Background: an optimization exercise with open tools, aiming at a short achievable clock period and few clock cycles. Do not read the settings as production practice. In this exercise RTL edits were held to simulation tests only and were not proved equivalent to the original. No activity file was given, so power comes from the tool's default toggle rates.

**run.sh**
```bash
#!/bin/bash
# synth_recipe.tcl (not shown) runs the flow's synth.tcl, then flattens the netlist and writes it again
# the make line also repeats each setting of config.mk as NAME=value (left out here)
make -C /OpenROAD-flow-scripts/flow DESIGN_CONFIG=/design/flow/config.mk WORK_HOME=/design/flow/orfs CLKGATE_MAP_FILE= SYNTH_SCRIPT=/design/flow/synth_recipe.tcl finish
```
**config.mk**
```make
export PLATFORM = sky130hd
export DESIGN_NAME = CPU
export DESIGN_NICKNAME = CPU
export VERILOG_FILES = /design/flow/design.v
export SDC_FILE = /design/flow/constraint.sdc
export NUM_CORES = 4
export LEC_CHECK = 0
export CAP_MARGIN = 20
export CORE_AREA = 5 5 415 415
export DIE_AREA = 0 0 420 420
export PLACE_DENSITY = 0.6
export SLEW_MARGIN = 20
```
**constraint.sdc**
```tcl
create_clock -name core_clock -period 12.0 [get_ports {clk}]
set_input_delay 2.4000 -clock core_clock [delete_from_list [all_inputs] [get_ports {clk}]]
set_output_delay 2.4000 -clock core_clock [all_outputs]
set_load 0.01 [all_outputs]
```
**design.v**
```verilog
module programCounter (
  input wire clk,     
  input wire clk_en,  
  input wire rst_n,   
  input wire [31:0] programCounterIn,
  output reg [31:0] programCounterOut
);
always @(posedge clk, posedge rst_n) 
  begin
    if(rst_n)
        programCounterOut <= 0;
    else
        programCounterOut <= programCounterIn;
  end
endmodule
module registerBank (
  input wire clk,     
  input wire rst_n,   
  input wire [4:0] readReg1, 
  input wire [4:0] readReg2,
  output reg [31:0] readData1,
  output reg [31:0] readData2,
  input wire [4:0] writeReg,
  input wire regWrite,
  input wire [31:0] writeData
);
reg [31:0] Reg [31:0];  
integer i;
always @(posedge clk, posedge rst_n)
  begin
    if(rst_n)
      begin
        for(i = 0; i < 32; i = i + 1)
          Reg[i] <= i;
      end
    else 
      begin 
        if(regWrite)
          Reg[writeReg] <= writeData;
      end 
  end 
always @(*)
  begin 
    readData1 = Reg[readReg1];
    readData2 = Reg[readReg2];
  end 
endmodule
module immGen (
  input wire [31:0] instr,
  input wire [1:0] immSel, 
  output wire [31:0] immOut
);
reg [11:0] imm;
localparam [2:0] I_type = 2'b00, S_type = 2'b01, B_type = 2'b10;
always @(*)
  begin
    case(immSel)
      I_type: 
        imm = instr[31:20];
      S_type: 
        imm = {instr[31:25],instr[11:7]};
      B_type: 
        imm = {instr[31],instr[7],instr[30:25],instr[11:8]};
      default: 
        imm = 12'bx;
    endcase
  end
assign immOut = {{20{imm[11]}}, imm[11:0]};
endmodule
module controlUnit (
  input wire [6:0] opcode,
  output reg [1:0] immSel,
  output reg [1:0] aluOp,
  output reg regWrite,
  output reg memToReg,
  output reg aluSrc, 
  output reg memRead, memWrite, 
  output reg branch  
);
localparam [6:0] R_type = 7'b0110011, I_type = 7'b0000011, S_type = 7'b0100011, B_type = 7'b1100011;
always @(*)
  begin
    case(opcode)
      R_type:
        begin
          regWrite = 1'b1;
          aluSrc = 1'b0;
          immSel = 2'bxx;
          aluOp = 2'b10;
          memToReg = 1'b0;
          memWrite = 1'b0;
          memRead = 1'b0;
          branch = 1'b0;
        end 
      I_type:
        begin
          regWrite = 1'b1;
          aluSrc = 1'b1;
          immSel = 2'b00;
          aluOp = 2'b00;
          memToReg = 1'b1;
          memWrite = 1'b0;
          memRead = 1'b1;
          branch = 1'b0;
        end
      S_type:
        begin 
          regWrite = 1'b0;
          aluSrc = 1'b1;
          immSel = 2'b01;
          aluOp = 2'b00;
          memToReg = 1'b1;
          memWrite = 1'b1;
          memRead = 1'b0;
          branch = 1'b0;
        end 
      B_type:
        begin 
          regWrite = 1'b0;
          aluSrc = 1'b0;
          immSel = 2'b10;
          aluOp = 2'b01;
          memToReg = 1'b0;
          memWrite = 1'b0;
          memRead = 1'b0;
          branch = 1'b1;
        end 
      default:
        begin
          regWrite = 1'b1;
          aluSrc = 1'b0;
          immSel = 2'bxx;
          aluOp = 2'b10;
          memToReg = 1'b0;
          memWrite = 1'b0;
          memRead = 1'b0;
          branch = 1'b0; 
        end
    endcase  
  end 
endmodule
module ALUControl (
  input wire [1:0] aluOp,
  input wire [2:0] funct3,
  input wire [6:0] funct7,  
  output reg [3:0] aluControl
);
localparam [3:0] ADD = 4'b0000, SUB = 4'b1000, AND = 4'b0111, OR = 4'b0110;
localparam [1:0] I_type = 2'b00, B_type = 2'b01, R_type = 2'b10;
wire [3:0] funct;
assign funct = {funct7[5], funct3};
always @(*)
  begin 
    case(aluOp)
      I_type:
        aluControl = 4'b0010;
      B_type:
        aluControl = 4'b0110;
      R_type: 
        begin
          case(funct)
            AND: 
              aluControl = 4'b0000;
            OR:
              aluControl = 4'b0001;
            ADD: 
              aluControl = 4'b0010;
            SUB: 
              aluControl = 4'b0110;
            default: 
              aluControl = 4'b0010;
          endcase
        end 
      default: 
        aluControl = 4'bx;
    endcase
  end
endmodule
module ALU (
  input [3:0] aluControl,
  input wire [31:0] data1,
  input wire [31:0] data2,
  output reg [31:0] aluResult,
  output wire zero
);
localparam [3:0] AND = 4'b0000, OR = 4'b0001, ADD = 4'b0010, SUB = 4'b0110, SLT = 4'b1000;
always @(*)
  begin
    case(aluControl)
      AND: 
        aluResult = data1 & data2;
      OR:
        aluResult = data1 | data2;
      ADD:
        aluResult = data1 + data2;
      SUB:
        aluResult = data1 - data2;
      SLT:
        aluResult = (data1 < data2)? 32'b1 : 32'b0;
      default:
        aluResult = 32'bx;
    endcase  
  end
assign zero = (aluResult == 32'b0)? 1'b1 : 1'b0;
endmodule
module CPU (
  input wire clk,     
  input wire rst_n,   
  output wire [31:0] imem_addr,
  input  wire [31:0] imem_rdata,
  output wire [31:0] dmem_addr,
  output wire [31:0] dmem_wdata,
  output wire        dmem_we,
  input  wire [31:0] dmem_rdata
);
wire [31:0] instr;
wire [31:0] pcIn, pcOut;
wire pcSrc, zero, branch;
assign pcSrc = branch & zero;
wire [31:0] readRegData1, readRegData2, writeRegData; 
wire [4:0] rs1, rs2, rd;
wire regWrite;
assign rs1 = instr[19:15];
assign rs2 = instr[24:20];
assign rd = instr[11:7];
wire [31:0] immOut, immShift;
wire [1:0] immSel;
assign immShift= immOut << 1;
wire aluSrc;
wire [3:0] aluCtrl;
wire [31:0] aluResult, aluCtrl2;
wire [1:0] aluOp;
wire [31:0] memData;
wire memToReg;
wire memRead; 
wire memWrite;
assign pcIn = pcSrc? (pcOut + immShift): (pcOut + 4);
programCounter pc (.clk(clk), .clk_en(1'b1), .rst_n(rst_n), .programCounterIn(pcIn), .programCounterOut(pcOut));
assign imem_addr = pcOut;
assign instr = imem_rdata;
controlUnit ctrlUnit (.opcode(instr[6:0]), .immSel(immSel), .aluOp(aluOp), .regWrite(regWrite), .memToReg(memToReg), .aluSrc(aluSrc), .memRead(memRead), .memWrite(memWrite), .branch(branch));
registerBank regFile (.clk(clk), .rst_n(rst_n), .readReg1(rs1), .readReg2(rs2), .readData1(readRegData1), .readData2(readRegData2), .writeReg(rd), .regWrite(regWrite), .writeData(writeRegData));
immGen immgen (.instr(instr), .immSel(immSel), .immOut(immOut));
assign aluCtrl2 = aluSrc? immOut : readRegData2;
ALUControl aluControl (.aluOp(aluOp), .funct3(instr[14:12]), .funct7(instr[31:25]), .aluControl(aluCtrl));
ALU alu (.aluControl(aluCtrl), .data1(readRegData1), .data2(aluCtrl2), .aluResult(aluResult), .zero(zero));
assign dmem_addr = aluResult;
assign dmem_wdata = readRegData2;
assign dmem_we = memWrite;
assign memData = dmem_rdata;
assign writeRegData = memToReg ? memData : aluResult;
endmodule
```
==> run_results.csv <==
group,metric,value,unit
layout,fin_cells,9255,
floorplan,start_util,0.346,
clocking,cts_root_buf,"clkbuf_16",
logic_synthesis,synth-seq-cells,1055,
clocking,htreeDepth,3,
setup_path,path_max_fanout,10,
clocking,cts_made_buffers,113,
timing,hold-worst-slack,0.495,ns
place,placed_cells_incl_taps,9026,
clocking,ctsHoldBuffers,0,
timing,grt_setup_unrepaired,"false",
clocking,cts_setup_buffers,0,
layout,design_area,67900,sq um
clocking,cts.clk_slew.worst_paths,0.06,ns
logic_synthesis,yosysWarnings,7,
place,hpwl,211,mm
logic_synthesis,synth_area,57900,sq um
clocking,cts_tree,"yes",
clocking,cts_sinks,1055,
timing,tightest_slew,1.40,ns
worst_hold_path,hold_end,"regFile.Reg[24][4]",
power,total_power,17.3,mW
layout,final_nets,7075,
place,io_buffers,161,
timing,finalSetupViolCount,0,
setup_path,critPathKind,"in2out",
clocking,clk_latency,0.82,ns
worst_hold_path,min_path_cells,2,
run,maxCapViolCount,0,
setup_path,r2r_end,"pc.programCounterOut[9]",
floorplan,core_area,167000,sq um
place,placed_cell_area,63800,sq um
route,wl_per_cell,34.7,microns
route,vias,61800,
floorplan,rows,150,
floorplan,die_w,420,microns
global_route,grt_pass1_vias,56900,
route,wl,321,mm
logic_synthesis,synthDistinctLibCells,101,
global_route,grt_use_total,0.351,
setup_path,cp.required,9.60,ns
route,postRouteAntennaNets,0,
worst_hold_path,hp-start,"regFile.Reg[24][4]",
global_route,grt_max_degree,166,
logic_synthesis,syn_nets,7000,
floorplan,fp.dieArea,176000,sq um
logic_synthesis,async_reset_ff_frac,1.00,
power,power_density,254,nW/um^2
setup_path,ff2ff_setup_slack,4.47,ns
route,drtIter0Drc,11800,
layout,layout.cells.most_common_list,"nand2_1, o21ai_0, dfrtp_1",
logic_synthesis,syn_avg_cell_area,8.44,sq um
timing,finalCritPeriodShare,0.971,
global_route,grt_antenna_before_repair,24,
route,drc_errors,0,
timing,skew,0.0835,ns
logic_synthesis,syn_inst,6864,
clocking,cts-resized-gates,0,
place,gp_congestion,1.07,
layout,post_route_cells_drive_above_1_share,0.128,
logic_synthesis,ys.flop_type,"dfrtp_1",
power,peakVddDrop,0.000311,V
logic_synthesis,ys_seq_area_frac,0.458,
global_route,overflow,0,
worst_hold_path,hold_class,"reg2reg",
setup_path,crit_path_start_kind,"primary input",
setup_path,ff2ff_path_depth,29,
floorplan,fp.dieH,420,microns
timing,slew_headroom,0.0658,
layout,syn_to_final_growth,17.3,%
layout,layout_commonest_cell,"nand2_1",
route,drtPass1Iterations,13,
timing,fin_crit,11.66,ns
power,leakage,30.3,nW
timing,hold_viol,0,
global_route,grt_pass1_wl,444,mm
clocking,clockBufferDepth,3,
timing,fmax,85.8,MHz
route,via_per_inst,6.68,
status,outcome,"complete, no violations",
floorplan,ios,163,
setup_path,worstReg2RegStart,"regFile.Reg[2][9]",
setup_path,cp-end-kind,"primary output",
setup_path,cp_data_arrival_time,9.26,ns
layout,finish.utilization,0.406,
timing,drv_slew,0,
logic_synthesis,synth-edff-count,0,
-- where the power goes --
part | internal [mW] | switching, mW | leakage (nW)
sequential | 5.15 | 1.74 | 13.5
combinational | 2.10 | 4.46 | 14.9
clock | 2.18 | 1.64 | 1.95
total | 9.43 | 7.85 | 30.3
-- registers in the layout, indices dropped and copies added (netlist names) --
| name | cells |
|---|---|
| regFile.Reg | 1024 |
| pc.programCounterOut | 31 |
-- Yosys cell counts, drive strengths merged, types with 9 or more instances --
library cell	number	area share
dfrtp	975	0.42
or3	17	0.0018
and3	241	0.026
o22ai	17	0.0018
mux2i	37	0.0065
a31oi	19	0.0021
o21ai	1114	0.096
and4	11	0.0017
maj3	19	0.0033
nor2	203	0.013
nand4	194	0.021
inv	57	0.0037
dfstp	80	0.036
o21bai	13	0.0017
a211oi	12	0.0016
a21oi	149	0.014
and2	25	0.0027
o21a	18	0.0023
o31ai	9	0.0012
a221oi	45	0.0068
nor3	57	0.0051
or2	11	0.0012
a21o	16	0.0021
nand2b	28	0.0030
nor4	59	0.0068
nor3b	12	0.0016
nor2b	27	0.0029
clkbuf	493	0.032
buf	139	0.013
a22o	39	0.0059
nand3	564	0.049
mux2	9	0.0019
a222oi	20	0.0035
o211ai	9	0.0012
o22a	17	0.0026
xnor2	63	0.0097
nand2	1295	0.084
a2111oi	70	0.011
xor2	38	0.0057
a221o	10	0.0017
a22oi	443	0.057
ha	68	0.015
or4	18	0.0024
-- layout make-up --
type | count | area [sq um]
Antenna cell | 15 | 37.5
Clock buffer | 168 | 3350
Clock inverter | 44 | 664
Fill cell | 16700 | 99300
Inverter | 57 | 218
Multi-Input combinational cell | 5121 | 29300
Sequential cell | 1055 | 26500
Tap cell | 2204 | 2760
Timing Repair Buffer | 591 | 5120
-- worst max-delay path by stage --
stage              startpoint                        to
2_1_floorplan           rst_n  pc.programCounterOut[10]
3_3_place_gp    imem_rdata[1]             dmem_addr[31]
3_5_place_dp   imem_rdata[20]             dmem_addr[31]
4_1_cts        imem_rdata[20]             dmem_addr[31]
5_1_grt        imem_rdata[20]             dmem_addr[31]
6_report       imem_rdata[19]             dmem_addr[31]
-- worst max-delay path: stages --
cell	delay [ns]
clkdlybuf4s50_1	0.91
nor2_1	0.34
and2_2	0.47
a22oi_1	0.25
nand2_1	0.11
a2111oi_0	0.56
nand3_1	0.20
o22ai_1	0.52
buf_4	0.22
inv_1	0.05
ha_1	0.37
and3_1	0.20
and3_1	0.15
a211oi_1	0.05
buf_4	0.17
o211ai_1	0.30
nand4_1	0.15
a21oi_1	0.20
nor2_1	0.07
a211o_1	0.29
xnor2_2	0.22
buf_4	0.16
mux2i_1	0.27
o21ai_2	0.09
clkdlybuf4s50_1	0.51
-- cells by family (layout without fill, tap and decap cells) --
group | Yosys count | in the layout | synth area share
xor+xnor | 101 | 101 | 0.0154
mux | 46 | 46 | 0.00834
fa+ha+maj | 89 | 89 | 0.0187
other cells | 1 | 16 | 0.0000647
simple gates | 2798 | 2799 | 0.228
compound gates | 2085 | 2085 | 0.224
flops | 1055 | 1055 | 0.458
buf+inv | 689 | 860 | 0.0484
-- routing by layer --
layer / routed length [microns] / global-route usage
met5: 116 / 0
met4: 28300 / 0.235
met3: 50800 / 0.145
met2: 126000 / 0.490
met1: 116000 / 0.441
-- metrics by stage --
step,TNS [ns],setup WS [ns]
floorplan,-4818.12,-4.88
global placement,0,0.408
detailed placement,0,0.378
CTS,0,0.362
global route,0,0.0289
finish,0,0.343
Testbench counts, summed over its fixed seeds: cycles 29,577.

[what the ideal ports hide]
In the flow no input, the clock included, has a driving cell. The finished layout below was timed again as built, in two steps.
Step 1 assumes that a clkbuf_16 drives the clock port and a buf_2 every other input.
Step 2 adds t to the input delays and takes it off the output delays; t is the mean of the earliest and latest rising clock arrival at the registers after step 1. Input paths then give back, and output paths get back, about the clock's delay inside the block.
Slacks: ideal ports / drivers / drivers and shift; pairs: ideal ports / drivers.
t (ns): 0.869
setup WS [ns]: 0.343 / 0.272 / 0.272
worst data-port slew with drivers (ns): 0.09
After both steps setup and hold are still met in this run. The setup slack of this run moves by -0.071 ns with the drivers and by -0.071 ns with both steps.
